Source: an optimization exercise on an open RTL-to-GDS flow (aim: small area, a short achievable clock period and few clock cycles per item). Production flows keep margins and buffers that such runs may drop. Only simulation tests tie the RTL to the original design; equivalence was not proved.

==> job 3706: inputs <==
// NTTN
module NTTN (input             clk, reset,
             input             load_w,
             input             load_data,
             input             start,
             input             start_intt,
             input      [13:0] din,
             output reg        done,
             output reg [13:0] dout);
Settings: LEC_CHECK=0, CAP_MARGIN=20, CORE_MARGIN=2, CORE_UTILIZATION=40, SETUP_SLACK_MARGIN=3.9, SLEW_MARGIN=20; clock period 7.5 ns.
run.sh (not shown) runs the stock make flow with config.mk's settings and CLKGATE_MAP_FILE= SYNTH_SCRIPT=/design/flow/synth_recipe.tcl, a recipe that flattens the netlist after the stock synthesis.
==> inputs of job 6909, as changes to job 3706 <==
Settings changed: SETUP_SLACK_MARGIN 3.9 to 4.2.
==> comparison table <==
| item | job 3706 | job 6909 |
|---|---|---|
| Final nets | 6479 | 6594 |
| Placement Cell Area | 0.0718 mm² | 0.0719 mm² |
| Initial drt markers | 3974 | 4262 |
| Fraction of standard cell area in multi-input logic | 44.8% | 44.8% |
| Layout Area Growth over Synthesis | 13.8% | 17.3% |
| Via count of the first global-routing pass | 45000 | 46100 |
| Number of inserted filler cells in the final layout | 15100 | 14800 |
| Non-CTS inverters | 672 | 673 |
| Worst-path maximum fanout | 4 | 11 |
| CP Capture Point | R1[13] | R1[4] |
| Wire length of the first global-routing pass | 272 mm | 279 mm |
| Clock latency on the worst-skew pair | 0.80 ns | 0.79 ns |
| Layout cells sized above 1 | 16.9% | 22.2% |
| Inst Count DP | 7712 | 7711 |
| Post-layout util | 46.0% | 47.4% |
| Period minus WS final | 3.55 ns | 3.43 ns |
| Register share of the cell area | 40.1% | 39.0% |
| Met3 routing resource usage after global routing | 3.29% | 2.74% |
| Via-per-instance ratio | 5.47 | 5.48 |
| Slew @ Worst Pin | 1.18 ns | 1.21 ns |
| Clk_buf instances | 202 | 196 |
| Status | finished clean | finished clean |
Testbench counts of job 3706, summed over its fixed seeds: cycles 7,296, transforms 64.
Testbench counts of job 6909, summed over its fixed seeds: cycles 7,296, transforms 64.


==> build 77: inputs <==
NTTN, a different RTL version from the one above (not shown whole).
// NTTN
module NTTN (input             clk, reset,
             input             load_w,
             input             load_data,
             input             start,
             input             start_intt,
             input      [13:0] din,
             output reg        done,
             output reg [13:0] dout);
Settings: LEC_CHECK=0, CAP_MARGIN=20, CORE_MARGIN=2, CORE_UTILIZATION=40, SETUP_SLACK_MARGIN=2.7, SLEW_MARGIN=20; clock period 7.5 ns.
==> build 29: changes against build 77 <==
--- a/flow/config.mk
+++ b/flow/config.mk
@@ -10,3 +10,2 @@
 export CORE_UTILIZATION = 40
-export SETUP_SLACK_MARGIN = 2.7
 export SLEW_MARGIN = 20
==> build 39: changes against build 77 <==
--- a/flow/config.mk
+++ b/flow/config.mk
@@ -10,3 +10,3 @@
 export CORE_UTILIZATION = 40
-export SETUP_SLACK_MARGIN = 2.7
+export SETUP_SLACK_MARGIN = 3.4
 export SLEW_MARGIN = 20
==> qor summary <==
quantity                                                           build 77        build 29        build 39
Run status                                                   finished clean  finished clean  finished clean
Fraction of layout instances using a drive strength above 1           14.1%           13.8%           16.2%
CP Buf/Inv Count                                                          1               1               2
Met1 routed wirelength after detailed routing                     72,300 µm       71,900 µm       73,900 µm
Via count of the routed design                                       41,600          41,500          42,100
Count of plain and timing-repair buffers                                155             143             219
Initial antenna violation count                                           9               8               8
Clock buf count                                                         186             186             185
GR Layer Usage met1                                                   26.6%           26.6%           27.7%
Area taken by multi-input logic gates                            32,800 µm²      32,800 µm²      33,400 µm²
Area growth syn-to-layout                                             12.3%           12.1%           13.4%
Nets                                                                  6,234           6,222           6,298
Met3 Resource Use GR                                                  4.29%           4.35%           3.21%
Transition time of the tightest slew-check pin                      1.04 ns         1.05 ns         1.02 ns
Reg2Reg Capture Point                                                R2[11]          OPA[6]          R2[11]
Setup slack after layout                                            2.98 ns         2.20 ns         3.41 ns
Ant. Diodes                                                               1               0               1
HPWL Detailed                                                    118,000 µm      118,000 µm      117,000 µm
Testbench counts of build 77, summed over its fixed seeds: cycles 6,336, transforms 64.
Testbench counts of build 29, summed over its fixed seeds: cycles 6,336, transforms 64.
Testbench counts of build 39, summed over its fixed seeds: cycles 6,336, transforms 64.

[port drivers added, routing unchanged]
No port has a modelled driver above. Below, the same layouts with a new extraction and two added sets of constraints.
Step 1 sets driving cells, clkbuf_16 on the clock port and buf_2 on the other inputs (assumed; they add their load-dependent delay and slew).
Step 2 moves the port delays by t, midway between the first and last clock arrival at a register: inputs arrive t later, outputs are due t later. That takes back most of the time a late clock gives input paths.
a / b / c = ideal ports / drivers / drivers and shift; a / b = the first two.
run	t, ns	slack for setup (ns)	hold WS [ns]	worst setup path at the end	clock arrival spread, ns
job 3706	0.847	3.951 / 3.951 / 3.951	0.311 / 0.311 / 0.311	register to register	0.063 / 0.063
job 6909	0.855	4.066 / 4.066 / 4.066	0.321 / 0.321 / 0.321	register to register	0.040 / 0.040
build 77	0.830	2.978 / 2.978 / 2.978	0.324 / 0.324 / 0.324	register to register	0.080 / 0.080
build 29	0.829	2.202 / 2.202 / 2.202	0.323 / 0.323 / 0.323	register to register	0.081 / 0.081
build 39	0.845	3.413 / 3.413 / 3.413	0.321 / 0.321 / 0.321	register to register	0.050 / 0.050
After both steps setup and hold are still met in every run listed.
